Background: an optimization exercise with open tools, aiming at small area, a short achievable clock period and few clock cycles per item. Do not read the settings as production practice. RTL that was checked went through simulation tests only; none was proved equivalent to the original. Function not checked in run 1: the RTL went through the layout flow alone. Power is estimated from default activity; no workload was simulated.

[flow/config.mk]
export PLATFORM = sky130hd
export DESIGN_NAME = pdcch_top
export DESIGN_NICKNAME = pdcch_top
export VERILOG_FILES = /design/flow/design.v
export SDC_FILE = /design/flow/constraint.sdc
export NUM_CORES = 4
export LEC_CHECK = 0
export ABC_CLOCK_PERIOD_IN_PS = 2500
export CAP_MARGIN = 20
export CORE_MARGIN = 2
export CORE_UTILIZATION = 40
export CTS_BUF_LIST = sky130_fd_sc_hd__clkbuf_8
export CTS_CLUSTER_DIAMETER = 80
export CTS_CLUSTER_SIZE = 30
export SLEW_MARGIN = 20
[flow/constraint.sdc]
create_clock -name core_clock -period 8.5 [get_ports {clk}]
set_input_delay 1.7000 -clock core_clock [delete_from_list [all_inputs] [get_ports {clk}]]
set_output_delay 1.7000 -clock core_clock [all_outputs]
set_load 0.01 [all_outputs]
[flow/design.v]
module pdcch_top #(parameter
  TOP_CONFIG_BIT_WIDTH=110,
  CONT_CONFIG_BIT_WIDTH=105,
  OP_DATA_WIDTH=8,
  FIFO_DEPTH=16,
  PTR_SIZE=$clog2(FIFO_DEPTH)
)(
  input                             clk,
  input                             reset,
  input  [TOP_CONFIG_BIT_WIDTH-1:0] s_axis_top_config_data,
  input                             s_axis_top_config_valid,
  output                            s_axis_top_config_ready,
  output [OP_DATA_WIDTH-1:0]        m_axis_top_data,
  output                            m_axis_top_valid,
  input                             m_axis_top_ready
);
  localparam [30:0] X1C = 31'h5e485840;   
  localparam [30:0] R0  = 31'h0099110e;   
  localparam [30:0] R1  = 31'h0132221c;   
  wire [109:0] din  = s_axis_top_config_data;
  wire         vin  = s_axis_top_config_valid;
  wire         mrdy = m_axis_top_ready;
  wire [8:0]  bwpsize  = din[109:101];
  wire [11:0] bwpstart = din[100:89];
  wire [6:0]  slot     = din[86:80];
  wire [15:0] nid      = din[79:64];
  wire [3:0]  sym      = din[63:60];
  wire [12:0] doff     = din[57:45];
  function automatic [30:0] a1_2(input [30:0] s);
    a1_2 = {s[4]^s[1], s[3]^s[0], s[30:2]};
  endfunction
  function automatic [30:0] a2_2(input [30:0] s);
    a2_2 = {s[4]^s[3]^s[2]^s[1], s[3]^s[2]^s[1]^s[0], s[30:2]};
  endfunction
  function automatic [30:0] a1_16(input [30:0] s);
    integer m;
    reg [15:0] e;
    begin
      for (m = 0; m < 16; m = m + 1) e[m] = s[m] ^ s[m+3];
      a1_16 = {e, s[30:16]};
    end
  endfunction
  function automatic [30:0] a2_16(input [30:0] s);
    integer m;
    reg [15:0] e;
    begin
      for (m = 0; m < 16; m = m + 1) e[m] = s[m] ^ s[m+1] ^ s[m+2] ^ s[m+3];
      a2_16 = {e, s[30:16]};
    end
  endfunction
  reg        s_wait, s_mul, s_skip, s_acc, s_emit;
  reg [30:0] x1, u;
  reg [15:0] acc;
  reg        c1, dz, df;            
  reg [12:0] sk;
  reg        fast, skz;             
  reg [16:0] cnt;
  reg        last;                  
  reg [3:0]  j;
  reg        bjr;                   
  reg [1:0]  pst;
  reg        pcur;
  reg [1:0]  od, td;                
  reg        ov, tv;
  wire p_ok   = (pst == 2'd3);
  wire gen    = (s_emit || (s_acc && !cnt[16])) && !tv;
  wire load   = p_ok && (s_wait || (s_emit && !tv && last));
  wire sk_run = s_skip && !skz;
  wire [1:0] item = {x1[1] ^ (^(u & R1)), x1[0] ^ (^(u & R0))};
  wire cnt_hi0  = (cnt[16:4] == 13'd0);
  wire cnt_is1  = cnt_hi0 && (cnt[3:0] == 4'd1);
  wire cnt_is8  = cnt_hi0 && (cnt[3:0] == 4'd8);
  wire        dec8    = s_skip && fast;
  wire [13:0] cnt_hid = cnt[16:3] - 14'd1;
  wire [16:0] cnt_dec = {(dec8 || cnt[2:0] == 3'd0) ? cnt_hid : cnt[16:3],
                         dec8 ? cnt[2:0] : cnt[2:0] - 3'd1};
  wire sk_is1   = (sk == 13'd1);
  wire sk_is8   = (sk == 13'd8);
  wire [12:0] sk_dec = dec8 ? {sk[12:3] - 10'd1, sk[2:0]} : {sk[12:3], sk[2:0] - 3'd1};
  wire skip_end = fast ? sk_is8 : sk_is1;
  wire [10:0] a_val = {sk[10:4], 4'b0} - {3'b0, sk[10:4], 1'b0} + {7'b0, sk[3:0]} + 11'd1;
  wire [15:0] bsh   = {2'b00, nid[11:0], 1'b1, 1'b0};   
  wire [15:0] bsh2  = {4'd0, bwpstart[10:0], 1'b0};    
  wire [15:0] acc_add = {acc[14:0], 1'b0} + {3'b0, sk};
  wire [11:0] six_b = {sk[8:0], 2'b00} + {1'b0, sk[8:0], 1'b0};   
  reg [12:0] sk_n;
  reg        sk_w, fast_n, skz_n;
  always @(*) begin
    sk_w   = 1'b0;
    sk_n   = sk;
    fast_n = fast && (sk[12:3] != 10'd1);
    skz_n  = skip_end;
    if (!pcur) begin
      if (vin) begin sk_w = 1'b1; sk_n = {2'b00, slot, sym}; end
    end else if (pst == 2'd1) begin
      sk_w = 1'b1; sk_n = {2'b00, a_val};
    end else if (pst == 2'd2 && j == 4'd0 && !s_mul) begin
      sk_w = 1'b1; sk_n = {4'd0, bwpsize};
    end
    if (load) begin
      sk_w   = 1'b1;
      sk_n   = c1 ? {1'b0, six_b} : doff;
      fast_n = df;
      skz_n  = dz;
    end else if (s_mul) begin
      sk_w   = (pst == 2'd3);
      sk_n   = doff;
      fast_n = df;
      skz_n  = dz;
    end else if (sk_run) begin
      sk_w   = 1'b1;
      sk_n   = sk_dec;
    end
  end
  always @(posedge clk) begin
    if (sk_w) begin
      sk   <= sk_n;
      fast <= fast_n;
      skz  <= skz_n;
    end
  end
  wire lfsr_en = load || sk_run || gen;
  always @(posedge clk) begin
    if (lfsr_en) begin
      if (load) begin
        u  <= {acc[13:0], nid, 1'b0};
        x1 <= X1C;
      end else if (s_skip && fast) begin
        x1 <= a1_16(x1);
        u  <= a2_16(u);
      end else begin
        x1 <= a1_2(x1);
        u  <= a2_2(u);
      end
    end
  end
  always @(posedge clk) begin
    if (load) begin
      cnt  <= {5'd0, six_b};
      last <= (sk[8:0] == 9'd0);
    end else if (s_mul) begin
      cnt  <= {1'b0, acc};
      last <= (acc == 16'd0);
    end else if (sk_run || gen) begin
      cnt  <= cnt_dec;
      last <= (s_skip && fast) ? cnt_is8 : cnt_is1;
    end
  end
  always @(posedge clk) begin
    c1 <= (din[88:87] == 2'd1);
    dz <= (doff == 13'd0);
    df <= |doff[12:3];
    if (load) begin
      acc <= 16'd0;
      j   <= 4'd11;
      bjr <= bwpstart[11];
    end else if (!pcur) begin
      acc <= 16'd0;
    end else if (pst == 2'd1) begin
      j   <= 4'd13;
      bjr <= nid[12];
    end else if (pst == 2'd2) begin
      acc <= bjr ? acc_add : {acc[14:0], 1'b0};
      j   <= j - 4'd1;
      bjr <= s_mul ? bsh2[j] : bsh[j];
    end
  end
  always @(posedge clk) begin
    if (reset) begin
      s_wait <= 1'b1;
      s_mul  <= 1'b0;
      s_skip <= 1'b0;
      s_acc  <= 1'b0;
      s_emit <= 1'b0;
      pst    <= 2'd0;
      pcur   <= 1'b0;
      ov     <= 1'b0;
      tv     <= 1'b0;
    end else begin
      if (tv) begin
        if (mrdy) begin
          od <= td;
          tv <= 1'b0;
        end
      end else if (gen) begin
        if (!ov || mrdy) begin
          od <= item;
          ov <= 1'b1;
        end else begin
          td <= item;
          tv <= 1'b1;
        end
      end else if (mrdy)
        ov <= 1'b0;
      if (!pcur) begin
        if (vin) begin
          pst  <= 2'd1;
          pcur <= 1'b1;
        end
      end else if (pst == 2'd1)
        pst <= 2'd2;
      else if (pst == 2'd2 && j == 4'd0)
        pst <= 2'd3;
      if (load && c1)
        pst <= 2'd2;
      if (s_acc) begin
        pcur <= 1'b0;
        pst  <= 2'd0;
      end
      if (load) begin
        s_wait <= 1'b0;
        s_emit <= 1'b0;
        s_mul  <= c1;
        s_acc  <= !c1 && dz;
        s_skip <= !c1 && !dz;
      end else if (s_mul) begin
        if (pst == 2'd3) begin
          s_mul  <= 1'b0;
          s_skip <= 1'b1;
        end
      end else if (s_skip) begin
        if (skz || skip_end) begin
          s_skip <= 1'b0;
          s_acc  <= 1'b1;
        end
      end else if (s_acc) begin
        s_acc <= 1'b0;
        if (cnt[16] || (gen && last)) s_wait <= 1'b1;
        else                          s_emit <= 1'b1;
      end else if (s_emit) begin
        if (gen && last) begin
          s_emit <= 1'b0;
          s_wait <= 1'b1;
        end
      end
    end
  end
  assign s_axis_top_config_ready = s_acc;
  assign m_axis_top_valid = ov;
  assign m_axis_top_data  = {6'b000000, od};
endmodule
[flow/flow/run.sh]
#!/bin/bash
# Standard layout with two changes: the port buffers are buf_1 (inputs) and
# buf_4 (outputs) instead of the default choice (a slow delay buffer), and
# repair_timing aims at a larger setup margin.
set -euo pipefail
here=$(cd "$(dirname "$0")" && pwd)
export BUFFER_PORTS_ARGS="-inputs -buffer_cell sky130_fd_sc_hd__buf_1"
export PRE_GLOBAL_PLACE_TCL="$here/ports.tcl"
export SETUP_SLACK_MARGIN=5.8
bash standard.sh > standard_flow.log 2>&1
[flow/flow/ports.tcl]
# Output ports get buf_4 buffers (they drive the 10 fF port load); the input
# ports are buffered with buf_1 through BUFFER_PORTS_ARGS.
buffer_ports -outputs -buffer_cell sky130_fd_sc_hd__buf_4
[flow/standard.sh]
#!/bin/bash
# synth_recipe.tcl (not shown) runs the flow's synth.tcl, then flattens the netlist and writes it again
# the make line also repeats each setting of config.mk as NAME=value (left out here)
make -C /OpenROAD-flow-scripts/flow DESIGN_CONFIG=/design/flow/config.mk WORK_HOME=/design/flow/orfs CLKGATE_MAP_FILE= SYNTH_SCRIPT=/design/flow/synth_recipe.tcl "${@:-finish}"
==> out/results.ini, run 1 <==
[status]
status=complete, no violations

[floorplanning]
core_area_sq_um=23300
rows=56
start_util_pct=40.6
io_pins=124
dieArea_sq_um=24900
die-height_um=158
die_x_um=158

[synthesis]
netlist_instances=1068
synth_area_sq_um=9470
yosysMostFrequentCell=nand2_1
synthAdderAreaFrac_pct=8.29
ys_ff_latch=133
synth_area_leaders=edfxtp_1 (30%), dfxtp_1 (8.0%), ha_1 (7.7%)
synth_seq_area_share_pct=38.1
synth_mux_area_share_pct=3.25
yosys.area.top_type=edfxtp_1
synthFlopType=edfxtp_1
synth_top_family_by_area=compound AO/OA/AOI/OAI gates
yosys.area_share.simple_pct=17.3
yosys.area.top_type_share_pct=30.1
synth_area_per_cell_sq_um=8.87
synthTopCellsByCount=nand2_1 (149), edfxtp_1 (95), nor2_1 (95)
synth-edff-count=95
synth_compound_area_share_pct=18.5
synth-xor-area-share_pct=9.52
yosys_warnings=1
synthArstFlopShare_pct=0
synthDistinctLibCells=77

[power]
p_int_mw=1.39
clock_power_share_pct=21.6
vdd_drop_max_v=0.000107
seqPwrFrac_pct=39.9
power.leakage_nw=3.80
power_per_cell_area_nw_per_um2=216
switching_power_uw=877
combPwrFrac_pct=38.4
switching_share_pct=38.7
power.total_mw=2.27

[critical_path]
crit_required_ns=8.70
regToRegEndpoint=sk[9]
startpoint=s_axis_top_config_data[67]
critPathArrivalTime_ns=2.87
r2r.worst_path.cells=7
path_max_fanout=2
timing.rr.start=sk[2]
r2r_setup_slack_ns=5.85
startpoint_type=primary input
crit_end=bjr
worstSetupEndpointType=register
crit_type=primary input to register

[clock_network]
cts_tree=done
cts_root_buffer=clkbuf_8
clk_pin_slew_ns=0.08
clk_latency_ns=0.45
clk_path_buf_depth=2
cts_buffers=17
cts.sinks=133
ctsHtreeMaxLevel=4
cts_hold_buf=0

[sta]
fin_skew_ns=0.0205
setup_viol=0
relSlewSlack_pct=37.3
finalHoldViolations=0
grt_setup_unrepaired=true
slew_viol_final=0
period_share_pct=31.4
tns_ns=0
tightest_slew_ns=0.941
max_freq_ghz=0.375
post-route-min-period_ns=2.67

[global_routing]
grt_use_total_pct=20.6
busiest_layer=met2
grt_pass1_wl_um=40000
gr-usage-met3_pct=3.26
met2_usage_pct=32.0
use_met1_pct=30.0
grt_overflow=0
grt_max_degree=77
antenna_found_initial=0
first_global_vias=7334

[routing]
drc=0
drtPass1Iterations=5
viasPerCell=5.50
wl_per_cell_um=17.5
drt-initial-drc-count=731
wl_um=25300
via_count=7981
final_antenna_net_count=0

[final_layout]
nFillCells=2306
syn_to_final_growth_pct=10.8
final_nets=1294
final_util_pct=45.0
drive_gt1_share_pct=9.01
n_antenna_cell=0

[placement]
port_buffers=70
dp_hpwl_um=18100
place_congestion=0.897

[min_path]
hold_path_class=register to register
min_path_cells=2

[job]
drv_cap=0

state kept, by name, summed over array words and instances (netlist names), 2 cells and up:
signal and flops:
acc 16, cnt 17, j 4, od 2
pst 2, sk 13, td 2, u 31
x1 31
logic make-up (layout without fill, tap and decap cells):
group,count (synthesis),in the layout
compound gates,282,282
xor+xnor,103,103
fa+ha+maj,61,61
buf+inv,104,163
flops,133,133
mux,25,25
other cells,1,6
simple gates,359,359
metrics by stage:
stage	hold slack, ns	cells	worst slack [ns]	area, sq um
after floorplan	0.473	1073	5.60	9530
after global placement	0.494	1404	5.32	9950
after detailed placement	0.498	1404	5.32	9950
after CTS	0.509	1440	5.81	10300
after global routing	0.539	1451	5.74	10500
final	0.505	1451	5.83	10500
how the worst min path moves through the flow:
stage,startpoint,end
6_report,dz,s_acc
5_1_grt,dz,s_acc
4_1_cts,dz,s_acc
3_5_place_dp,dz,s_acc
3_3_place_gp,dz,s_acc
2_1_floorplan,dz,s_acc
critical path, cell delays in order:
cell and delay (ns):
buf_6 0.09, mux4_2 0.46, mux2i_2 0.19, nand3_1 0.12, a221oi_2 0.23, nor2_1 0.08
routing by layer:
layer	wire [um]	up-vias
met5	0	-
met3	1270	24
met1	12200	3806
met4	288	0
met2	11600	216
li1	-	3935
layout make-up:
class	count	area, sq um	share of cell area (%)
well taps	319	399	3.80
multi-input cells	836	5520	52.5
clock buffers	17	234	2.23
flip-flops and latches	133	3620	34.4
inverters	42	158	1.50
clock inverters	15	119	1.13
repair buffers	89	459	4.37
placed cells by master (no fill, tap or decap), types with 7 or more instances in the layout:
| cell | n |
|---|---|
| a211oi_1 | 17 |
| a21oi_1 | 79 |
| a31oi_1 | 22 |
| and3_1 | 9 |
| buf_1 | 64 |
| buf_4 | 20 |
| clkbuf_8 | 17 |
| dfxtp_1 | 36 |
| edfxtp_1 | 95 |
| ha_1 | 56 |
| inv_1 | 38 |
| inv_6 | 7 |
| mux2i_1 | 17 |
| nand2_1 | 147 |
| nand2b_1 | 16 |
| nand3_1 | 21 |
| nor2_1 | 95 |
| nor2b_1 | 11 |
| nor3_1 | 17 |
| nor4_1 | 10 |
| o211ai_1 | 15 |
| o21ai_0 | 76 |
| o22ai_1 | 9 |
| xnor2_1 | 82 |
| xor2_1 | 21 |
timing repair:
item	4_1_cts	5_1_grt
resized for setup	4	18
buffers inserted	4	11
pin swaps	0	6
setup endpoints to repair	18	25
power by group through the flow:
stage	clock network (mW)	registers, mW	logic (mW)
after CTS	0.502	0.906	0.825
final	0.490	0.904	0.871
after global placement	0	0.929	0.797
after floorplan	0	0.867	0.654
after global routing	0.528	0.916	0.968
after detailed placement	0	0.930	0.803
==> run 2: changes to the inputs <==
--- a/flow/design.v
+++ b/flow/design.v
@@ -50,7 +50,7 @@
   endfunction
   reg        s_wait, s_mul, s_skip, s_acc, s_emit;
   reg [30:0] x1, u;
-  reg [15:0] acc;
+  reg [14:0] acc;
   reg        c1, dz, df;            
   reg [12:0] sk;
   reg        fast, skz;             
@@ -79,10 +79,28 @@
   wire [12:0] sk_dec = dec8 ? {sk[12:3] - 10'd1, sk[2:0]} : {sk[12:3], sk[2:0] - 3'd1};
   wire skip_end = fast ? sk_is8 : sk_is1;
   wire [10:0] a_val = {sk[10:4], 4'b0} - {3'b0, sk[10:4], 1'b0} + {7'b0, sk[3:0]} + 11'd1;
-  wire [15:0] bsh   = {2'b00, nid[11:0], 1'b1, 1'b0};   
-  wire [15:0] bsh2  = {4'd0, bwpstart[10:0], 1'b0};    
-  wire [15:0] acc_add = {acc[14:0], 1'b0} + {3'b0, sk};
-  wire [11:0] six_b = {sk[8:0], 2'b00} + {1'b0, sk[8:0], 1'b0};   
+  wire [24:0] bin = {bwpstart, nid[12:0]};
+  reg  [24:0] bsel;
+  reg         bone;
+  integer k;
+  always @(*) begin
+    bsel = 25'd0;
+    bone = 1'b0;
+    if (load)
+      bsel[24] = 1'b1;                        
+    else if (pst == 2'd1)
+      bsel[12] = 1'b1;                        
+    else if (s_mul) begin
+      for (k = 1; k < 13; k = k + 1)
+        if (j == k) bsel[12 + k] = 1'b1;      
+    end else begin
+      for (k = 2; k < 14; k = k + 1)
+        if (j == k) bsel[k - 2] = 1'b1;       
+      if (j == 4'd1) bone = 1'b1;             
+    end
+  end
+  wire [14:0] acc_add = {acc[13:0], 1'b0} + {2'b0, sk};
+  wire [10:0] three_b = {1'b0, sk[8:0], 1'b0} + {2'b0, sk[8:0]};   
   reg [12:0] sk_n;
   reg        sk_w, fast_n, skz_n;
   always @(*) begin
@@ -99,7 +117,7 @@
     end
     if (load) begin
       sk_w   = 1'b1;
-      sk_n   = c1 ? {1'b0, six_b} : doff;
+      sk_n   = c1 ? {2'b0, three_b} : doff;
       fast_n = df;
       skz_n  = dz;
     end else if (s_mul) begin
@@ -136,11 +154,11 @@
   end
   always @(posedge clk) begin
     if (load) begin
-      cnt  <= {5'd0, six_b};
+      cnt  <= {5'd0, three_b, 1'b0};
       last <= (sk[8:0] == 9'd0);
     end else if (s_mul) begin
-      cnt  <= {1'b0, acc};
-      last <= (acc == 16'd0);
+      cnt  <= {1'b0, acc, 1'b0};         
+      last <= (acc == 15'd0);
     end else if (sk_run || gen) begin
       cnt  <= cnt_dec;
       last <= (s_skip && fast) ? cnt_is8 : cnt_is1;
@@ -150,19 +168,17 @@
     c1 <= (din[88:87] == 2'd1);
     dz <= (doff == 13'd0);
     df <= |doff[12:3];
+    bjr <= bone | (|(bin & bsel));
     if (load) begin
-      acc <= 16'd0;
+      acc <= 15'd0;
       j   <= 4'd11;
-      bjr <= bwpstart[11];
     end else if (!pcur) begin
-      acc <= 16'd0;
+      acc <= 15'd0;
     end else if (pst == 2'd1) begin
       j   <= 4'd13;
-      bjr <= nid[12];
     end else if (pst == 2'd2) begin
-      acc <= bjr ? acc_add : {acc[14:0], 1'b0};
+      acc <= bjr ? acc_add : {acc[13:0], 1'b0};
       j   <= j - 4'd1;
-      bjr <= s_mul ? bsh2[j] : bsh[j];
     end
   end
   always @(posedge clk) begin
--- a/flow/flow/run.sh
+++ b/flow/flow/run.sh
@@ -6,5 +6,5 @@
 here=$(cd "$(dirname "$0")" && pwd)
 export BUFFER_PORTS_ARGS="-inputs -buffer_cell sky130_fd_sc_hd__buf_1"
 export PRE_GLOBAL_PLACE_TCL="$here/ports.tcl"
-export SETUP_SLACK_MARGIN=5.8
+export SETUP_SLACK_MARGIN=5.9
 bash standard.sh > standard_flow.log 2>&1
==> out/results.ini, run 2 <==
[sta]
fin_skew_ns=0.00996  ; -0.0105 ns
tightest_slew_ns=0.831  ; -0.109 ns
setup_ws_ns=5.86  ; +0.0244 ns
setup_viol=0  ; unchanged
whs_ns=0.519  ; +0.0143 ns
post-route-min-period_ns=2.64  ; -0.0244 ns
finalHoldViolations=0  ; unchanged
slew_viol_final=0  ; unchanged
relSlewSlack_pct=44.6  ; +7.3 points
max_freq_ghz=0.379  ; +0.93%
period_share_pct=31.1  ; -0.29 points
grt_setup_unrepaired=true
tns_ns=0  ; unchanged

[routing]
drc=0  ; unchanged
dr_wl_met2_um=12200  ; +5.3%
drtPass1Iterations=5  ; unchanged
wl_met3_um=1980  ; +56%
final_antenna_net_count=0  ; unchanged
drt-initial-drc-count=768  ; +5.1%
viasPerCell=5.64  ; +2.6%
wl_um=27600  ; +8.9%
top_layer=met4
wl_met1_um=12700  ; +3.9%
via_count=8252  ; +3.4%
wl_per_cell_um=18.9  ; +8.0%

[status]
status=complete, no violations

[critical_path]
path_cells=buf_6 > ha_1 > inv_1 > fa_2 > nor2b_2 > o31a_1 > o31a_1 > o22ai_2 > xnor2_2 > buf_4 > o21a_1
cpMaxStageDelayCell=edfxtp_1
path_common_cell=o31a_1
timing.rr.start=sk[1]
r2r.worst_path.cells=11  ; +4
crit_required_ns=8.72  ; +0.02 ns
regToRegEndpoint=cnt[10]
startpoint=sk[1]
startpoint_type=register
r2r_setup_slack_ns=5.86  ; about the same
path_max_fanout=4  ; +2
worstSetupEndpointType=register
slowest_delay_ns=0.45  ; about the same
critPathArrivalTime_ns=2.86  ; about the same
crit_type=register to register

[final_layout]
seqCellArea_sq_um=3580  ; -1.0%
fin_area_sq_um=10700  ; +2.0%
drive_gt1_share_pct=11.0  ; +2.0 points
final_util_pct=46.0  ; +1.0 points
largestRegisters=u (31), x1 (31), cnt (17)
final_cells=1462  ; +0.76%
final_common_cell=nand2_1
layout_common_cells=nand2_1 (131), nor2_1 (100), edfxtp_1 (93), xnor2_1 (72), a21oi_1 (70)
multiInputGateArea_sq_um=5630  ; +2.1%
final_nets=1308  ; +1.1%
nFillCells=2287  ; -0.82%
n_antenna_cell=0  ; unchanged
syn_to_final_growth_pct=14.1

[min_path]
hold_path_class=register to register
hold_end=ov
hp-start=ov
min_path_cells=2  ; unchanged

[floorplanning]
rows=56  ; unchanged
core_area_sq_um=23300  ; -0.30%
die_x_um=157  ; -0.47%
start_util_pct=40.3  ; -0.26 points
io_pins=124  ; unchanged
dieArea_sq_um=24700  ; -0.93%
die-height_um=157  ; -0.47%

[global_routing]
first_global_vias=7766  ; +5.9%
grt_overflow=0  ; unchanged
antenna_found_initial=0  ; unchanged
grt_use_total_pct=22.8  ; +2.2 points
grt_max_degree=74  ; -3.9%
grt_pass1_wl_um=43200  ; +7.9%

[synthesis]
synth_compound_area_share_pct=20.2  ; +1.6 points
netlist_instances=1055  ; -1.2%
ys_ff_latch=132  ; -0.75%
yosys.area.top_type_share_pct=29.8  ; -0.35 points
synthTopCellsByCount=nand2_1 (134), nor2_1 (101), edfxtp_1 (93)
yosys.area_share.simple_pct=17.1  ; -0.23 points
synth_mux_area_share_pct=2.19  ; -1.1 points
yosys_warnings=1  ; unchanged
synth_area_per_cell_sq_um=8.89  ; +0.27%
yosysMostFrequentCell=nand2_1
synth_area_leaders=edfxtp_1 (30%), dfxtp_1 (8.3%), ha_1 (8.1%)
synth-edff-count=93  ; -2.1%
synth_area_sq_um=9380  ; -0.95%
synthArstFlopShare_pct=0  ; unchanged
yosys.area.top_type=edfxtp_1
synth_seq_area_share_pct=38.1  ; -0.061 points
synthDistinctLibCells=79  ; +2.6%
synthFlopType=edfxtp_1
synth-xor-area-share_pct=9.24  ; -0.28 points
synthAdderAreaFrac_pct=8.77  ; +0.48 points
synth_top_family_by_area=compound AO/OA/AOI/OAI gates

[clock_network]
clk_pin_slew_ns=0.08  ; about the same
cts_root_buffer=clkbuf_8
clk_path_buf_depth=2  ; unchanged
clk_latency_ns=0.46  ; about the same
cts_tree=done
ctsHtreeMaxLevel=4  ; unchanged
cts_buffers=17  ; unchanged
cts.sinks=132  ; -0.75%

[job]
drv_cap=0  ; unchanged

[placement]
place_congestion=0.915  ; +2.0%
dp_hpwl_um=18800  ; +3.7%
post-place-ws_ns=5.37  ; +0.0459 ns
dpl-instance-area_sq_um=9900  ; -0.52%
port_buffers=70  ; unchanged
placed_cells=1397  ; -0.50%

[power]
power.total_mw=2.41  ; +6.3%
power_per_cell_area_nw_per_um2=225  ; +4.2%
vdd_drop_max_v=0.000152  ; +42%
power.leakage_nw=3.94  ; +3.7%

-- run 2: changes by cell type after synthesis, moves of 5 or more --
cell	change
nor4_1	+5
nand2_1	-15
and3_1	-8
nor2_1	+6
nand2b_1	-6
clkbuf_1	+6
xnor2_1	-9
o21ai_0	-12
a211oi_1	+7
xor2_1	+5
a21oi_1	-9
buf_2	-10
a22oi_1	+7
-- run 2: worst max path at each step --
stage,end,slack [ns]
after global routing,sk[8],5.79
after CTS,m_axis_top_data[0],5.88
after floorplan,sk[8],5.85
after global placement,sk[10],5.40
after detailed placement,sk[10],5.37
final,cnt[10],5.86
-- run 2: what timing repair did --
| action | CTS | global route |
|---|---|---|
| pin swaps | 8 | 9 |
| gates cloned | 2 | 0 |
| setup endpoints to repair | 20 | 24 |
| buffers inserted | 23 | 8 |
| hold buffers | 0 | 0 |
| gates resized for setup | 25 | 21 |
-- run 2: area by class of cell --
cell class | count | share of cell area, %
well taps | 319 | 3.73
inverters | 39 | 1.40
flip-flops and latches | 132 | 33.4
multi-input cells | 832 | 52.6
clock inverters | 15 | 1.18
repair buffers | 108 | 5.53
clock buffers | 17 | 2.18
-- run 2: logic make-up after synthesis --
family,count (synthesis)
and+or+nand+nor,351
AOI/OAI and AO/OA,290
DFF,132
xor gates and xnor gates,99
buffers and inverters,98
adders and majority gates,64
muxes,20
other,1
-- run 2: power breakdown --
group / switching, mW / internal, mW / leakage [nW]
clock: 0.259 / 0.252 / 0.195
combinational: 0.562 / 0.457 / 2.56
sequential: 0.0891 / 0.789 / 1.19
-- run 2: worst max-delay path: cells and delay by family, from the launching register on --
kind,cells,cell delay (ns)
simple gates,1,0.05
xor+xnor,1,0.11
compound gates,4,0.93
fa+ha+maj,2,0.45
buf+inv,3,0.40
flops,1,0.45
-- run 2: metal layers --
metal  vias to the layer above  track usage (%)
met4                         0             7.88
met1                      3907             32.4
met2                       323             35.0
met3                        40             3.74
met5                         -                0
li1                       3982                -
Testbench counts of run 2, summed over its fixed seeds: cycles 14,881, items 13,663.
==> run 3: changes to the inputs <==
--- a/flow/flow/run.sh
+++ b/flow/flow/run.sh
@@ -6,5 +6,5 @@
 here=$(cd "$(dirname "$0")" && pwd)
 export BUFFER_PORTS_ARGS="-inputs -buffer_cell sky130_fd_sc_hd__buf_1"
 export PRE_GLOBAL_PLACE_TCL="$here/ports.tcl"
-export SETUP_SLACK_MARGIN=5.9
+export SETUP_SLACK_MARGIN=5.8
 bash standard.sh > standard_flow.log 2>&1
--- a/flow/config.mk
+++ b/flow/config.mk
@@ -8,7 +8,7 @@
 export ABC_CLOCK_PERIOD_IN_PS = 2500
 export CAP_MARGIN = 20
 export CORE_MARGIN = 2
-export CORE_UTILIZATION = 40
+export CORE_UTILIZATION = 65
 export CTS_BUF_LIST = sky130_fd_sc_hd__clkbuf_8
 export CTS_CLUSTER_DIAMETER = 80
 export CTS_CLUSTER_SIZE = 30
==> out/results.ini, run 3 <==
[critical_path]
crit_type=register to register
worstSetupEndpointType=register
crit_family=compound AO/OA/AOI/OAI gates
crit_required_ns=8.85  ; +0.13 ns
crit_buf_inv=1  ; -2
r2r_setup_slack_ns=5.81  ; -0.05 ns
regToRegEndpoint=acc[14]
startpoint_type=register
timing.rr.start=sk[2]
r2r.worst_path.cells=8  ; -3
path_cells=buf_4 > ha_1 > a21oi_1 > o2111ai_1 > a31oi_1 > o31ai_1 > mux2i_1 > nor2_1
path_max_fanout=4  ; unchanged
cpMaxStageDelayCell=o31ai_1
critPathArrivalTime_ns=3.05  ; +0.19 ns
slowest_delay_ns=0.54  ; +0.09 ns
startpoint=sk[2]

[final_layout]
final_nets=1291  ; -1.3%
final_common_cell=nand2_1
n_antenna_cell=0  ; unchanged
layout_common_cells=nand2_1 (130), nor2_1 (100), edfxtp_1 (93), xnor2_1 (72), a21oi_1 (71)
largestRegisters=u (31), x1 (31), cnt (17)
nFillCells=1096  ; -52%
drive_gt1_share_pct=9.15  ; -1.9 points
syn_to_final_growth_pct=10.5

[global_routing]
antenna_found_initial=0  ; unchanged
grt_max_degree=74  ; unchanged
grt_overflow=0  ; unchanged
grt_use_total_pct=34.5  ; +12 points
grt_pass1_wl_um=40000  ; -7.3%
first_global_vias=7550  ; -2.8%

[synthesis]
netlist_instances=1055  ; unchanged
synth_seq_area_share_pct=38.1  ; unchanged
synthDistinctLibCells=79  ; unchanged
yosys_warnings=1  ; unchanged
yosys.area.top_type=edfxtp_1
synthArstFlopShare_pct=0  ; unchanged
synth_area_leaders=edfxtp_1 (30%), dfxtp_1 (8.3%), ha_1 (8.1%)
synth-edff-count=93  ; unchanged
yosysMostFrequentCell=nand2_1
synth_area_sq_um=9380  ; unchanged
ys_ff_latch=132  ; unchanged
yosys.area.top_type_share_pct=29.8  ; unchanged
synth_area_per_cell_sq_um=8.89  ; unchanged
synthTopCellsByCount=nand2_1 (134), nor2_1 (101), edfxtp_1 (93)
synthFlopType=edfxtp_1

[clock_network]
clk_latency_ns=0.47  ; about the same
clk_path_buf_depth=2  ; unchanged
cts_buffers=17  ; unchanged
cts_tree=done
cts.sinks=132  ; unchanged
ctsHtreeMaxLevel=4  ; unchanged
cts_hold_buf=0  ; unchanged
cts_root_buffer=clkbuf_8
clk_pin_slew_ns=0.08  ; about the same

[routing]
via_count=8380  ; +1.6%
drt-initial-drc-count=1096  ; +43%
wl_um=26200  ; -4.9%
drc=0  ; unchanged
viasPerCell=6.42  ; +14%
final_antenna_net_count=0  ; unchanged
drtPass1Iterations=5  ; unchanged
wl_per_cell_um=20.1  ; +6.5%

[floorplanning]
core_area_sq_um=14000  ; -40%
die_x_um=124  ; -21%
io_pins=124  ; unchanged
rows=43  ; -23%
dieArea_sq_um=15400  ; -38%
start_util_pct=67.1  ; +27 points
die-height_um=124  ; -21%

[power]
power.total_mw=2.44  ; +1.4%
power.leakage_nw=3.88  ; -1.5%
vdd_drop_max_v=0.000175  ; +15%
power_per_cell_area_nw_per_um2=235  ; +4.7%

[sta]
fin_skew_ns=0.0127  ; +0.00276 ns
grt_setup_unrepaired=true
max_freq_ghz=0.371  ; -2.0%
slew_viol_final=0  ; unchanged
finalHoldViolations=0  ; unchanged
tns_ns=0  ; unchanged
tightest_slew_ns=0.815  ; -0.0163 ns
period_share_pct=31.7  ; +0.63 points
post-route-min-period_ns=2.69  ; +0.0532 ns
setup_viol=0  ; unchanged
setup_ws_ns=5.81  ; -0.0532 ns
relSlewSlack_pct=45.7  ; +1.1 points

[status]
status=complete, no violations

[placement]
port_buffers=70  ; unchanged
dp_hpwl_um=18000  ; -4.2%
post-place-ws_ns=5.46  ; +0.0945 ns
place_congestion=0.956  ; +4.4%

[min_path]
hp-start=dz
hold_end=s_acc
min_path_cells=2  ; unchanged
hold_path_class=register to register

[job]
drv_cap=0  ; unchanged

[run 3: kinds of logic after synthesis]
kind of cell             Yosys count  synth area share (%)
XOR/XNOR                          99                  9.24
buffers and inverters             98                  4.41
adder cells (fa/ha/maj)           64                  8.77
AO/OA/AOI/OAI                    290                  20.2
other                              1                0.0400
flip-flops                       132                  38.1
AND/OR/NAND/NOR                  351                  17.1
multiplexers                      20                  2.19
[run 3: worst max path at each step]
stage | to | cells past startpoint
floorplan | sk[8] | 5
detailed placement | sk[9] | 5
global placement | sk[10] | 5
CTS | acc[13] | 10
global route | acc[13] | 10
finish | acc[14] | 8
[run 3: per-stage QoR]
step | instance area (sq um) | instances | hold slack [ns] | util [%]
after floorplan | 9420 | 1060 | 0.469 | -
after global placement | 9690 | 1255 | 0.484 | 69.3
after detailed placement | 9690 | 1255 | 0.497 | 69.3
after CTS | 10300 | 1300 | 0.500 | 73.4
after global routing | 10400 | 1306 | 0.519 | 74.1
final | 10400 | 1306 | 0.503 | 74.1
[run 3: what timing repair did]
item                                   4_1_cts  5_1_grt
setup endpoints to repair                    6       83
gates cloned                                 2        0
pin swaps                                    2        6
setup buffers                               11        6
endpoints found under the hold margin        0        0
resized for setup                            8       17
[run 3: metal layers]
metal  vias up  GRT usage [%]  wire length, um
li1       3949              -                -
met1      3982           49.0            11600
met2       398           52.8            11800
met3        51           6.23             2100
met4         0           12.5              694
met5         -              0                0
[run 3: where the power goes]
part           total [mW]  internal, mW  switching [mW]
clock network       0.614         0.341           0.273
registers           0.884         0.790          0.0943
logic               0.943         0.410           0.532
total                2.44          1.54           0.900
[run 3: layout make-up]
class	instances	area, sq um	share of cell area (%)
Clock buffer	23	317	3.05
Timing Repair Buffer	91	435	4.20
Clock inverter	9	139	1.34
Sequential cell	132	3570	34.5
Inverter	39	150	1.45
Multi-Input combinational cell	832	5530	53.3
Tap cell	180	225	2.17
[run 3: worst reg2reg max path, delay by kind of cell, from the launching register on]
| kind | cells | cell delay (ns) |
|---|---|---|
| AOI/OAI and AO/OA | 4 | 1.20 |
| adders and majority gates | 1 | 0.26 |
| buffers and inverters | 1 | 0.22 |
| DFF | 1 | 0.52 |
| muxes | 1 | 0.30 |
| and+or+nand+nor | 1 | 0.06 |
==> run 4: changes to the inputs <==
--- a/flow/config.mk
+++ b/flow/config.mk
@@ -8,7 +8,7 @@
 export ABC_CLOCK_PERIOD_IN_PS = 2500
 export CAP_MARGIN = 20
 export CORE_MARGIN = 2
-export CORE_UTILIZATION = 65
+export CORE_UTILIZATION = 40
 export CTS_BUF_LIST = sky130_fd_sc_hd__clkbuf_8
 export CTS_CLUSTER_DIAMETER = 80
 export CTS_CLUSTER_SIZE = 30
==> out/results.ini, run 4 <==
[status]
status=complete, no violations

[routing]
viasPerCell=5.64  ; -12%
wl_um=27300  ; +3.9%
wl_per_cell_um=18.8  ; -6.2%
drt-initial-drc-count=660  ; -40%
final_antenna_net_count=0  ; unchanged
drtPass1Iterations=7  ; +2
drc=0  ; unchanged
via_count=8167  ; -2.5%

[floorplanning]
io_pins=124  ; unchanged
start_util_pct=40.3  ; -27 points
dieArea_sq_um=24700  ; +60%
rows=56  ; +30%
die-height_um=157  ; +27%
die_x_um=157  ; +27%
core_area_sq_um=23300  ; +66%

[global_routing]
grt_pass1_wl_um=41900  ; +4.7%
grt_use_total_pct=22.2  ; -12 points
first_global_vias=7584  ; +0.45%
antenna_found_initial=0  ; unchanged
grt_overflow=0  ; unchanged
grt_max_degree=74  ; unchanged

[placement]
port_buffers=70  ; unchanged
place_congestion=0.899  ; -6.0%
placed_cells=1396  ; +11%
dpl-instance-area_sq_um=9880  ; +1.9%
dp_hpwl_um=18800  ; +4.5%

[sta]
post-route-min-period_ns=2.65  ; -0.0400 ns
tns_ns=0  ; unchanged
fin_skew_ns=0.0146  ; +0.00189 ns
whs_ns=0.517  ; +0.0148 ns
tightest_slew_ns=1.04  ; +0.226 ns
setup_viol=0  ; unchanged
relSlewSlack_pct=30.1  ; -16 points
max_freq_ghz=0.377  ; +1.5%
slew_viol_final=0  ; unchanged
finalHoldViolations=0  ; unchanged
period_share_pct=31.2  ; -0.47 points
grt_setup_unrepaired=true

[clock_network]
cts_tree=done
cts_hold_buf=0  ; unchanged
cts_buffers=17  ; unchanged
ctsHtreeMaxLevel=4  ; unchanged
clk_path_buf_depth=2  ; unchanged
clk_latency_ns=0.46  ; about the same
cts.sinks=132  ; unchanged
cts_root_buffer=clkbuf_8
clk_pin_slew_ns=0.08  ; about the same

[critical_path]
path_max_fanout=3  ; -1
slowest_delay_ns=0.41  ; -0.13 ns
startpoint_type=register
crit_type=register to register
path_common_cell=inv_1
timing.rr.start=sk[1]
crit_family=adder cells
critPathArrivalTime_ns=2.84  ; -0.21 ns
startpoint=sk[1]
crit_buf_inv=3  ; +2
crit_required_ns=8.68  ; -0.17 ns
worstSetupEndpointType=register
cpMaxStageDelayCell=fa_2
path_cells=inv_2 > ha_1 > inv_1 > ha_4 > inv_1 > fa_2 > nor2b_2 > o31a_1 > o21ai_0 > mux2i_1 > o2111ai_1 > nand3_1

[synthesis]
synth_seq_area_share_pct=38.1  ; unchanged
synth_area_sq_um=9380  ; unchanged
synth-edff-count=93  ; unchanged
synth_area_leaders=edfxtp_1 (30%), dfxtp_1 (8.3%), ha_1 (8.1%)
synthDistinctLibCells=79  ; unchanged
yosys.area.top_type=edfxtp_1
yosysMostFrequentCell=nand2_1
synthArstFlopShare_pct=0  ; unchanged
ys_ff_latch=132  ; unchanged
synthTopCellsByCount=nand2_1 (134), nor2_1 (101), edfxtp_1 (93)
synthFlopType=edfxtp_1
netlist_instances=1055  ; unchanged
yosys_warnings=1  ; unchanged
synth_area_per_cell_sq_um=8.89  ; unchanged
yosys.area.top_type_share_pct=29.8  ; unchanged

[final_layout]
syn_to_final_growth_pct=11.5
drive_gt1_share_pct=8.50  ; -0.64 points
largestRegisters=u (31), x1 (31), cnt (17)
final_common_cell=nand2_1
final_cells=1448  ; +11%
layout_common_cells=nand2_1 (130), nor2_1 (100), edfxtp_1 (93), xnor2_1 (73), a21oi_1 (71)
final_nets=1294  ; +0.23%
fin_area_sq_um=10500  ; +0.86%
n_antenna_cell=0  ; unchanged

[power]
power_per_cell_area_nw_per_um2=223  ; -5.4%
power.total_mw=2.33  ; -4.6%
vdd_drop_max_v=0.0000892  ; -49%
power.leakage_nw=3.86  ; -0.61%

[min_path]
hp-start=dz
hold_path_class=register to register

[job]
drv_cap=0  ; unchanged

-- run 4: cell type report --
type | instances | area (sq um)
Clock buffer | 17 | 234
Multi-Input combinational cell | 832 | 5520
Fill cell | 2331 | 12800
Inverter | 39 | 150
Sequential cell | 132 | 3570
Tap cell | 319 | 399
Clock inverter | 15 | 128
Timing Repair Buffer | 94 | 458
-- run 4: timing repair --
action / in CTS / in global routing
pin swaps: 1 / 2
resized for setup: 8 / 16
endpoints found under the setup margin: 21 / 17
setup buffers: 16 / 2
gates cloned: 2 / 0
-- run 4: worst paths after layout --
kind / end / slack (ns) / depth (start not counted)
max: sk[7] / 5.85 / 12
min: s_acc / 0.52 / 2
max reg2reg: sk[7] / 5.85 / 12
min reg2reg: s_acc / 0.52 / 2
-- run 4: logic make-up after synthesis --
logic type / share of synthesized area, %
AND/OR/NAND/NOR: 17.1
AO/OA/AOI/OAI: 20.2
flip-flops: 38.1
XOR/XNOR: 9.24
buffers and inverters: 4.41
adder cells (fa/ha/maj): 8.77
multiplexers: 2.19
other: 0.0400
-- run 4: per-layer routing --
layer,share of wire (%),global-route usage [%],vias to the layer above
met4,1.8,6.62,0
met5,0,0,-
met2,45,35.4,275
met3,5.4,3.28,28
li1,-,-,3961
met1,47,31.1,3903
-- run 4: through the flow --
step / utilization [%] / worst slack, ns
6_report: 45.0 / 5.85
5_1_grt: 45.0 / 5.72
2_1_floorplan: - / 5.84
3_5_place_dp: 42.5 / 5.32
4_1_cts: 44.7 / 5.83
3_3_place_gp: 42.5 / 5.33
-- run 4: worst min-delay path, stage by stage, from the launching register on --
cell	delay [ns]
dfxtp_1	0.34
nand3b_1	0.08
a21oi_1	0.06
-- run 4: where the power goes --
part           total, mW  internal (mW)  leakage, nW  switching (mW)
Combinational      0.938          0.401         2.47           0.537
Clock              0.510          0.252        0.204           0.258
Sequential         0.880          0.790         1.19          0.0904
Total               2.33           1.44         3.86           0.886
==> run 5: changes to the inputs <==
--- a/flow/flow/run.sh
+++ b/flow/flow/run.sh
@@ -6,5 +6,5 @@
 here=$(cd "$(dirname "$0")" && pwd)
 export BUFFER_PORTS_ARGS="-inputs -buffer_cell sky130_fd_sc_hd__buf_1"
 export PRE_GLOBAL_PLACE_TCL="$here/ports.tcl"
-export SETUP_SLACK_MARGIN=5.8
+export SETUP_SLACK_MARGIN=5.7
 bash standard.sh > standard_flow.log 2>&1
==> out/results.ini, run 5 <==
[status]
status=complete, no violations

[critical_path]
startpoint_type=register
startpoint=pcur
worstSetupEndpointType=register
timing.rr.start=pcur
path_max_fanout=15  ; +12
crit_required_ns=8.70  ; +0.02 ns
critPathArrivalTime_ns=2.95  ; +0.11 ns
crit_type=register to register

[synthesis]
synthDistinctLibCells=79  ; unchanged
synthFlopType=edfxtp_1
netlist_instances=1055  ; unchanged
yosys_warnings=1  ; unchanged
synth_area_leaders=edfxtp_1 (30%), dfxtp_1 (8.3%), ha_1 (8.1%)
synth-edff-count=93  ; unchanged
synth_area_per_cell_sq_um=8.89  ; unchanged
synth_area_sq_um=9380  ; unchanged
synthArstFlopShare_pct=0  ; unchanged
synth_seq_area_share_pct=38.1  ; unchanged
yosysMostFrequentCell=nand2_1
synthTopCellsByCount=nand2_1 (134), nor2_1 (101), edfxtp_1 (93)
ys_ff_latch=132  ; unchanged
yosys.area.top_type=edfxtp_1
yosys.area.top_type_share_pct=29.8  ; unchanged

[routing]
via_count=8138  ; -0.36%
drc=0  ; unchanged
final_antenna_net_count=0  ; unchanged
drt-initial-drc-count=672  ; +1.8%
wl_um=27500  ; +0.72%
viasPerCell=5.62  ; -0.29%
drtPass1Iterations=8  ; +1
wl_per_cell_um=19.0  ; +0.78%

[floorplanning]
rows=56  ; unchanged
io_pins=124  ; unchanged
dieArea_sq_um=24700  ; unchanged
die_x_um=157  ; unchanged
core_area_sq_um=23300  ; unchanged
die-height_um=157  ; unchanged
start_util_pct=40.3  ; unchanged

[sta]
tns_ns=0  ; unchanged
tightest_slew_ns=0.883  ; -0.159 ns
relSlewSlack_pct=40.7  ; +11 points
post-route-min-period_ns=2.75  ; +0.0996 ns
max_freq_ghz=0.363  ; -3.6%
fin_skew_ns=0.0162  ; +0.00163 ns
setup_ws_ns=5.75  ; -0.0996 ns
period_share_pct=32.4  ; +1.2 points
setup_viol=0  ; unchanged
slew_viol_final=0  ; unchanged
finalHoldViolations=0  ; unchanged
grt_setup_unrepaired=true

[power]
vdd_drop_max_v=0.000101  ; +13%
power.leakage_nw=3.89  ; +0.75%
clock_power_share_pct=24.8  ; +2.9 points
p_int_mw=1.51  ; +4.8%
switching_share_pct=37.3  ; -0.69 points
seqPwrFrac_pct=36.6  ; -1.2 points
power_per_cell_area_nw_per_um2=229  ; +3.0%
switching_power_uw=901  ; +1.7%
combPwrFrac_pct=38.7  ; -1.6 points

[clock_network]
clk_latency_ns=0.46  ; about the same
clk_path_buf_depth=2  ; unchanged
cts_buffers=17  ; unchanged
cts_hold_buf=0  ; unchanged
ctsHtreeMaxLevel=4  ; unchanged
cts_root_buffer=clkbuf_8
cts_tree=done
clk_pin_slew_ns=0.09  ; about the same
cts.sinks=132  ; unchanged

[global_routing]
grt_use_total_pct=22.6  ; +0.43 points
grt_max_degree=74  ; unchanged
grt_overflow=0  ; unchanged
first_global_vias=7584  ; unchanged
grt_pass1_wl_um=42800  ; +2.0%
antenna_found_initial=0  ; unchanged

[min_path]
hp-start=dz
hold_path_class=register to register

[final_layout]
nFillCells=2299  ; -1.4%
final_common_cell=nand2_1
layout_common_cells=nand2_1 (130), nor2_1 (100), edfxtp_1 (93), xnor2_1 (72), a21oi_1 (71)
drive_gt1_share_pct=8.51  ; about the same
largestRegisters=u (31), x1 (31), cnt (17)
syn_to_final_growth_pct=12.1
final_nets=1293  ; -0.077%
n_antenna_cell=0  ; unchanged

[placement]
place_congestion=0.921  ; +2.4%
dp_hpwl_um=18900  ; +0.13%
port_buffers=70  ; unchanged
post-place-ws_ns=5.15  ; -0.165 ns

[job]
drv_cap=0  ; unchanged

[run 5: cell counts after synthesis]
Identical to the previous run, type by type.
[run 5: per-stage QoR]
step	cells	hold slack [ns]	area, sq um	total power, mW	utilization, %
4_1_cts	1437	0.528	10400	2.38	44.7
5_1_grt	1447	0.564	10500	2.56	45.2
3_3_place_gp	1395	0.501	9870	1.75	42.4
2_1_floorplan	1060	0.469	9410	1.54	-
6_report	1447	0.519	10500	2.41	45.2
3_5_place_dp	1395	0.505	9870	1.76	42.4
[run 5: path summary, 6_finish.rpt]
check                              to  cells past startpoint  slack [ns]
worst max-delay path            sk[8]                      6        5.75
worst min-delay path            s_acc                      2        0.52
worst max register to register  sk[8]                      6        5.75
worst min register to register  s_acc                      2        0.52
[run 5: area by class of cell]
class	instances	area [sq um]	area share, %
Multi-Input combinational cell	832	5500	52.3
Sequential cell	132	3570	34.0
Timing Repair Buffer	93	463	4.40
Tap cell	319	399	3.79
Clock buffer	17	234	2.22
Clock inverter	15	203	1.93
Inverter	39	146	1.39
[run 5: kinds of logic after synthesis]
logic type                 after synthesis  share of synthesized area, %
buffers and inverters                   98                          4.41
and+or+nand+nor                        351                          17.1
AOI/OAI and AO/OA                      290                          20.2
adders and majority gates               64                          8.77
muxes                                   20                          2.19
xor gates and xnor gates                99                          9.24
other                                    1                        0.0400
DFF                                    132                          38.1
[run 5: routing by layer]
layer  track usage, %  part of all wire [%]  vias to the layer above
li1                 -                     -                     3951
met1             32.3                    47                     3858
met4             5.89                   1.4                        0
met5                0                     0                        -
met3             3.52                   6.0                       33
met2             35.7                    45                      296
[run 5: critical path: stages (launching register included)]
cell	delay, ns
dfxtp_1	0.80
inv_1	0.56
a22oi_1	0.37
nor2_1	0.07
a31o_2	0.22
a222oi_1	0.29
o21ai_0	0.17
[run 5: power groups by stage]
stage	clock (mW)	combinational (mW)	sequential [mW]
after CTS	0.606	0.889	0.885
after floorplan	0	0.678	0.859
after global routing	0.630	1.03	0.892
after detailed placement	0	0.850	0.912
after global placement	0	0.842	0.910
final	0.597	0.933	0.882
[run 5: repair_timing]
action / 4_1_cts / 5_1_grt
setup buffers: 8 / 10
hold endpoints to repair: 0 / 0
pin swaps: 0 / 2
setup endpoints to repair: 17 / 65
cloned: 2 / 0
resized for setup: 5 / 11
==> run 6: changes to the inputs <==
--- a/flow/flow/run.sh
+++ b/flow/flow/run.sh
@@ -6,5 +6,5 @@
 here=$(cd "$(dirname "$0")" && pwd)
 export BUFFER_PORTS_ARGS="-inputs -buffer_cell sky130_fd_sc_hd__buf_1"
 export PRE_GLOBAL_PLACE_TCL="$here/ports.tcl"
-export SETUP_SLACK_MARGIN=5.7
+export SETUP_SLACK_MARGIN=5.8
 bash standard.sh > standard_flow.log 2>&1
--- a/flow/config.mk
+++ b/flow/config.mk
@@ -5,7 +5,7 @@
 export SDC_FILE = /design/flow/constraint.sdc
 export NUM_CORES = 4
 export LEC_CHECK = 0
-export ABC_CLOCK_PERIOD_IN_PS = 2500
+export ABC_CLOCK_PERIOD_IN_PS = 2000
 export CAP_MARGIN = 20
 export CORE_MARGIN = 2
 export CORE_UTILIZATION = 40
==> out/results.ini, run 6 <==
[critical_path]
path_common_cell=inv_1
crit_type=register to register
path_max_fanout=3  ; -12
crit_buf_inv=3  ; +2
cpMaxStageDelayCell=fa_2
slowest_delay_ns=0.41  ; -0.39 ns
crit_required_ns=8.68  ; -0.02 ns
critPathArrivalTime_ns=2.84  ; -0.11 ns
crit_family=adder cells
path_cells=inv_2 > ha_1 > inv_1 > ha_4 > inv_1 > fa_2 > nor2b_2 > o31a_1 > o21ai_0 > mux2i_1 > o2111ai_1 > nand3_1
startpoint_type=register
worstSetupEndpointType=register

[final_layout]
drive_gt1_share_pct=8.50  ; about the same
n_antenna_cell=0  ; unchanged
final_nets=1294  ; +0.077%
layout_common_cells=nand2_1 (130), nor2_1 (100), edfxtp_1 (93), xnor2_1 (73), a21oi_1 (71)
fin_area_sq_um=10500  ; -0.58%
syn_to_final_growth_pct=11.5
largestRegisters=u (31), x1 (31), cnt (17)
nFillCells=2331  ; +1.4%
final_common_cell=nand2_1

[clock_network]
clk_pin_slew_ns=0.08  ; about the same
cts_buffers=17  ; unchanged
cts_tree=done
clk_latency_ns=0.46  ; about the same
clk_path_buf_depth=2  ; unchanged
cts_hold_buf=0  ; unchanged
cts.sinks=132  ; unchanged
cts_root_buffer=clkbuf_8
ctsHtreeMaxLevel=4  ; unchanged

[floorplanning]
io_pins=124  ; unchanged
die_x_um=157  ; unchanged
rows=56  ; unchanged
die-height_um=157  ; unchanged
core_area_sq_um=23300  ; unchanged
start_util_pct=40.3  ; unchanged
dieArea_sq_um=24700  ; unchanged

[power]
power_per_cell_area_nw_per_um2=223  ; -2.9%
vdd_drop_max_v=0.0000892  ; -11%
power.leakage_nw=3.86  ; -0.74%

[synthesis]
synth_area_per_cell_sq_um=8.89  ; unchanged
synthFlopType=edfxtp_1
yosys.area.top_type_share_pct=29.8  ; unchanged
synthTopCellsByCount=nand2_1 (134), nor2_1 (101), edfxtp_1 (93)
synthDistinctLibCells=79  ; unchanged
yosys.area.top_type=edfxtp_1
ys_ff_latch=132  ; unchanged
synth_area_leaders=edfxtp_1 (30%), dfxtp_1 (8.3%), ha_1 (8.1%)
netlist_instances=1055  ; unchanged
yosysMostFrequentCell=nand2_1
synthArstFlopShare_pct=0  ; unchanged
synth-edff-count=93  ; unchanged
synth_area_sq_um=9380  ; unchanged
synth_seq_area_share_pct=38.1  ; unchanged
yosys_warnings=1  ; unchanged

[placement]
place_congestion=0.899  ; -2.4%
port_buffers=70  ; unchanged
dpl-instance-area_sq_um=9880  ; +0.15%
dp_hpwl_um=18800  ; -0.13%

[sta]
tns_ns=0  ; unchanged
period_share_pct=31.2  ; -1.2 points
relSlewSlack_pct=30.1  ; -11 points
finalHoldViolations=0  ; unchanged
tightest_slew_ns=1.04  ; +0.159 ns
fin_skew_ns=0.0146  ; -0.00163 ns
grt_setup_unrepaired=true
slew_viol_final=0  ; unchanged
setup_viol=0  ; unchanged
max_freq_ghz=0.377  ; +3.8%
post-route-min-period_ns=2.65  ; -0.0996 ns

[global_routing]
first_global_vias=7584  ; unchanged
antenna_found_initial=0  ; unchanged
grt_max_degree=74  ; unchanged
grt_overflow=0  ; unchanged
grt_use_total_pct=22.2  ; -0.43 points
grt_pass1_wl_um=41900  ; -2.0%

[min_path]
hold_path_class=register to register

[routing]
wl_um=27300  ; -0.71%
via_count=8167  ; +0.36%
drtPass1Iterations=7  ; -1
drc=0  ; unchanged
drt-initial-drc-count=660  ; -1.8%
final_antenna_net_count=0  ; unchanged
viasPerCell=5.64  ; +0.29%
wl_per_cell_um=18.8  ; -0.78%

[job]
drv_cap=0  ; unchanged

[status]
status=complete, no violations

[run 6: cell types whose count changed in the layout (fill, tap and decap cells not counted), moves of 2 or more]
| cell | delta |
|---|---|
| o31ai_1 | -2 |
| o21ai_1 | +2 |
| o21ai_0 | -2 |
| o31ai_2 | +2 |
| inv_2 | +3 |
| inv_6 | -3 |
| buf_4 | +2 |
| clkinv_1 | +2 |
| bufinv_16 | -2 |
[run 6: power by group]
group | switching [mW] | internal, mW | total [mW]
clock | 0.258 | 0.252 | 0.510
combinational | 0.537 | 0.401 | 0.938
sequential | 0.0904 | 0.790 | 0.880
total | 0.886 | 1.44 | 2.33
[run 6: path summary, 6_finish.rpt]
check / from / end / slack, ns / cells past startpoint
max: sk[1] / sk[7] / 5.85 / 12
max reg2reg: sk[1] / sk[7] / 5.85 / 12
min reg2reg: dz / s_acc / 0.52 / 2
min: dz / s_acc / 0.52 / 2
[run 6: final cells by class]
| class | count | area (sq um) | area share (%) |
|---|---|---|---|
| clock buffer | 17 | 234 | 2.24 |
| clock inverter | 15 | 128 | 1.22 |
| inverter | 39 | 150 | 1.44 |
| multi-input combinational | 832 | 5520 | 52.7 |
| sequential | 132 | 3570 | 34.2 |
| tap | 319 | 399 | 3.82 |
| timing repair buffer | 94 | 458 | 4.38 |
[run 6: through the flow]
stage	util, %	hold slack, ns	instances	setup WS (ns)	total power [mW]
after global routing	45.0	0.558	1448	5.72	2.47
after global placement	42.5	0.501	1396	5.33	1.75
after CTS	44.7	0.519	1446	5.83	2.31
after detailed placement	42.5	0.509	1396	5.32	1.77
after floorplan	-	0.469	1060	5.84	1.54
final	45.0	0.517	1448	5.85	2.33
[run 6: what timing repair did]
action | 4_1_cts | 5_1_grt
setup buffers | 16 | 2
endpoints found under the setup margin | 21 | 17
pin swaps | 1 | 2
gates cloned | 2 | 0
resized for setup | 8 | 16
[run 6: cell families after synthesis]
family	after synthesis	synth area share, %
xor gates and xnor gates	99	9.24
AOI/OAI and AO/OA	290	20.2
and+or+nand+nor	351	17.1
adders and majority gates	64	8.77
other	1	0.0400
buffers and inverters	98	4.41
muxes	20	2.19
DFF	132	38.1
[run 6: worst min-delay path, delay by kind of cell, from the launching register on]
kind / cells / cell delay, ns
flip-flops: 1 / 0.34
AND/OR/NAND/NOR: 1 / 0.08
AO/OA/AOI/OAI: 1 / 0.06
[run 6: per-layer routing]
metal	share of wire, %	global-route usage, %	wire, um
met3	5.4	3.28	1480
met5	0	0	0
met2	45	35.4	12400
met4	1.8	6.62	487
met1	47	31.1	12900
==> run 7: changes to the inputs <==
--- a/flow/design.v
+++ b/flow/design.v
@@ -109,7 +109,7 @@
     fast_n = fast && (sk[12:3] != 10'd1);
     skz_n  = skip_end;
     if (!pcur) begin
-      if (vin) begin sk_w = 1'b1; sk_n = {2'b00, slot, sym}; end
+      sk_w = 1'b1; sk_n = {2'b00, slot, sym};
     end else if (pst == 2'd1) begin
       sk_w = 1'b1; sk_n = {2'b00, a_val};
     end else if (pst == 2'd2 && j == 4'd0 && !s_mul) begin
--- a/flow/flow/run.sh
+++ b/flow/flow/run.sh
@@ -6,5 +6,5 @@
 here=$(cd "$(dirname "$0")" && pwd)
 export BUFFER_PORTS_ARGS="-inputs -buffer_cell sky130_fd_sc_hd__buf_1"
 export PRE_GLOBAL_PLACE_TCL="$here/ports.tcl"
-export SETUP_SLACK_MARGIN=5.8
+export SETUP_SLACK_MARGIN=5.9
 bash standard.sh > standard_flow.log 2>&1
--- a/flow/config.mk
+++ b/flow/config.mk
@@ -5,7 +5,7 @@
 export SDC_FILE = /design/flow/constraint.sdc
 export NUM_CORES = 4
 export LEC_CHECK = 0
-export ABC_CLOCK_PERIOD_IN_PS = 2000
+export ABC_CLOCK_PERIOD_IN_PS = 2500
 export CAP_MARGIN = 20
 export CORE_MARGIN = 2
 export CORE_UTILIZATION = 40
==> out/results.ini, run 7 <==
[floorplanning]
io_pins=124  ; unchanged
die_x_um=156  ; -0.71%
start_util_pct=40.8  ; +0.51 points
die-height_um=156  ; -0.71%
core_area_sq_um=22600  ; -2.7%
rows=55  ; -1.8%
dieArea_sq_um=24400  ; -1.4%

[critical_path]
worstSetupEndpointType=primary output
critPathArrivalTime_ns=0.89  ; -1.95 ns
crit_type=register to primary output
crit_required_ns=6.80  ; -1.88 ns
path_max_fanout=1  ; -2
startpoint_type=register

[final_layout]
largestRegisters=u (31), x1 (31), cnt (17)
final_common_cell=nand2_1
syn_to_final_growth_pct=14.5
layout_common_cells=nand2_1 (144), edfxtp_1 (93), nor2_1 (90), xnor2_1 (84), a21oi_1 (81)
n_antenna_cell=0  ; unchanged
final_nets=1290  ; -0.31%
drive_gt1_share_pct=10.0  ; +1.5 points

[synthesis]
synth-edff-count=93  ; unchanged
synthFlopType=edfxtp_1
synthArstFlopShare_pct=0  ; unchanged
synth_seq_area_share_pct=38.6  ; +0.56 points
yosysMostFrequentCell=nand2_1
synthTopCellsByCount=nand2_1 (147), edfxtp_1 (93), nor2_1 (91)
synthDistinctLibCells=69  ; -13%
ys_ff_latch=132  ; unchanged
synth_area_leaders=edfxtp_1 (30%), dfxtp_1 (8.4%), xnor2_1 (8.3%)
synth_area_sq_um=9250  ; -1.5%
yosys.area.top_type=edfxtp_1
netlist_instances=1043  ; -1.1%
yosys_warnings=1  ; unchanged
yosys.area.top_type_share_pct=30.2  ; +0.44 points
synth_area_per_cell_sq_um=8.87  ; -0.32%

[routing]
via_count=7931  ; -2.9%
wl_um=26300  ; -3.5%
final_antenna_net_count=0  ; unchanged
drt-initial-drc-count=751  ; +14%
drc=0  ; unchanged
viasPerCell=5.62  ; -0.27%
wl_per_cell_um=18.6  ; -0.94%
drtPass1Iterations=6  ; -1

[sta]
tightest_slew_ns=0.967  ; -0.0744 ns
finalHoldViolations=0  ; unchanged
relSlewSlack_pct=35.5  ; +5.4 points
post-route-min-period_ns=2.59  ; -0.0608 ns
tns_ns=0  ; unchanged
setup_viol=0  ; unchanged
max_freq_ghz=0.386  ; +2.3%
grt_setup_unrepaired=true
setup_ws_ns=5.91  ; +0.0608 ns
fin_skew_ns=0.0112  ; -0.00343 ns
slew_viol_final=0  ; unchanged
whs_ns=0.487  ; -0.0301 ns
period_share_pct=30.5  ; -0.72 points

[power]
power.leakage_nw=3.93  ; +1.8%
power_per_cell_area_nw_per_um2=230  ; +3.3%
vdd_drop_max_v=0.0000951  ; +6.6%

[status]
status=complete, no violations

[job]
drv_cap=0  ; unchanged

[clock_network]
clk_path_buf_depth=2  ; unchanged
clk_pin_slew_ns=0.08  ; about the same
clk_latency_ns=0.46  ; about the same
ctsHtreeMaxLevel=4  ; unchanged
cts_buffers=17  ; unchanged
cts_hold_buf=0  ; unchanged
cts_root_buffer=clkbuf_8
cts.sinks=132  ; unchanged
cts_tree=done

[global_routing]
antenna_found_initial=2  ; +2
grt_pass1_wl_um=40400  ; -3.7%
grt_use_total_pct=21.3  ; -0.90 points
grt_overflow=0  ; unchanged
grt_max_degree=78  ; +5.4%
first_global_vias=7454  ; -1.7%

[placement]
post-place-ws_ns=4.53  ; -0.783 ns
dp_hpwl_um=18100  ; -3.8%
place_congestion=0.886  ; -1.4%
port_buffers=70  ; unchanged

[min_path]
hold_path_class=register to register

[run 7: cell types whose count changed after synthesis, sizes merged, moves of 4 or more]
cell	delta
o21a	-4
a21o	+4
xnor2	+15
a22oi	-6
nor4	-5
nor2	-9
nand3	-8
xor2	-7
a21oi	+13
a31oi	-4
or3	+4
clkbuf	-4
nand2	+13
o41ai	+5
[run 7: final cells by class]
cell class                 count  area [sq um]
sequential                   132          3580
multi-input combinational    819          5460
inverter                      41           158
timing repair buffer         101           579
clock inverter                15           214
clock buffer                  17           234
tap                          285           357
fill                        2166         12100
[run 7: final timing paths]
path | slack, ns | startpoint | depth (start not counted) | end
worst min register to register | 0.49 | cnt[12] | 2 | cnt[12]
worst max register to register | 5.95 | sk[1] | 11 | acc[13]
worst max-delay path | 5.91 | od[0] | 0 | m_axis_top_data[0]
worst min-delay path | 0.49 | cnt[12] | 2 | cnt[12]
[run 7: kinds of logic (layout without fill, tap and decap cells)]
| logic type | after synthesis | in the layout | synth area share, % |
|---|---|---|---|
| flops | 132 | 132 | 38.6 |
| fa+ha+maj | 64 | 64 | 8.90 |
| mux | 17 | 17 | 1.87 |
| other cells | 1 | 6 | 0.0406 |
| simple gates | 339 | 339 | 16.5 |
| buf+inv | 97 | 174 | 4.36 |
| xor+xnor | 107 | 107 | 10.1 |
| compound gates | 286 | 286 | 19.5 |
[run 7: power breakdown]
group,switching (mW),internal (mW),total (mW)
clock,0.262,0.346,0.609
combinational,0.533,0.427,0.960
sequential,0.0968,0.767,0.864
[run 7: stage by stage]
step	utilization (%)	cell area (sq um)	cells	total power, mW
after floorplan	-	9280	1048	1.48
after global placement	42.9	9710	1351	1.70
after detailed placement	42.9	9710	1351	1.71
after CTS	45.8	10400	1398	2.36
after global routing	46.7	10600	1410	2.58
final	46.7	10600	1410	2.43
[run 7: what timing repair did]
action,4_1_cts,5_1_grt
buffers inserted,15,11
pin swaps,8,12
endpoints found under the setup margin,38,89
gates resized for setup,24,24
gates cloned,0,1
[run 7: layer usage]
metal | vias up | track usage, % | part of all wire (%)
met5 | - | 0 | 0
met4 | 0 | 6.90 | 2.1
met3 | 35 | 3.03 | 5.3
met2 | 204 | 33.5 | 46
met1 | 3798 | 30.1 | 47
li1 | 3894 | - | -
Testbench counts of run 7, summed over its fixed seeds: cycles 14,881, items 13,663.

[static timing again, ports no longer ideal]
Ports are ideal in the flow. The routed layouts listed here were re-timed in OpenROAD. Step 1: set_driving_cell puts a clkbuf_16 on clk and a buf_2 on each other input, an assumption about the parent block. Step 2 adds t to the input delays and takes it off the output delays; t is the mean of the earliest and latest rising clock arrival at the registers after step 1. Input paths then give back, and output paths get back, about the clock's delay inside the block. a / b / c = ideal / step 1 / step 2; a / b = the first two.
| run | shift t [ns] | slack for setup (ns) | hold slack, ns | worst setup path after step 2 |
|---|---|---|---|---|
| run 1 | 0.484 | 5.834 / 5.839 / 5.355 | 0.505 / 0.505 / 0.505 | input to register |
| run 2 | 0.494 | 5.859 / 5.859 / 5.524 | 0.519 / 0.519 / 0.519 | input to register |
| run 3 | 0.512 | 5.805 / 5.805 / 5.406 | 0.503 / 0.503 / 0.503 | input to register |
| run 4 | 0.491 | 5.846 / 5.834 / 5.389 | 0.517 / 0.517 / 0.517 | input to register |
| run 5 | 0.497 | 5.746 / 5.746 / 5.327 | 0.519 / 0.519 / 0.519 | input to register |
| run 6 | 0.491 | 5.846 / 5.834 / 5.389 | 0.517 / 0.517 / 0.517 | input to register |
| run 7 | 0.494 | 5.906 / 5.863 / 5.507 | 0.487 / 0.487 / 0.487 | input to register |
After both steps setup and hold are still met in every run listed. The setup slack of run 1, which loses most, moves by +0.005 ns with the drivers and by -0.479 ns with both steps.
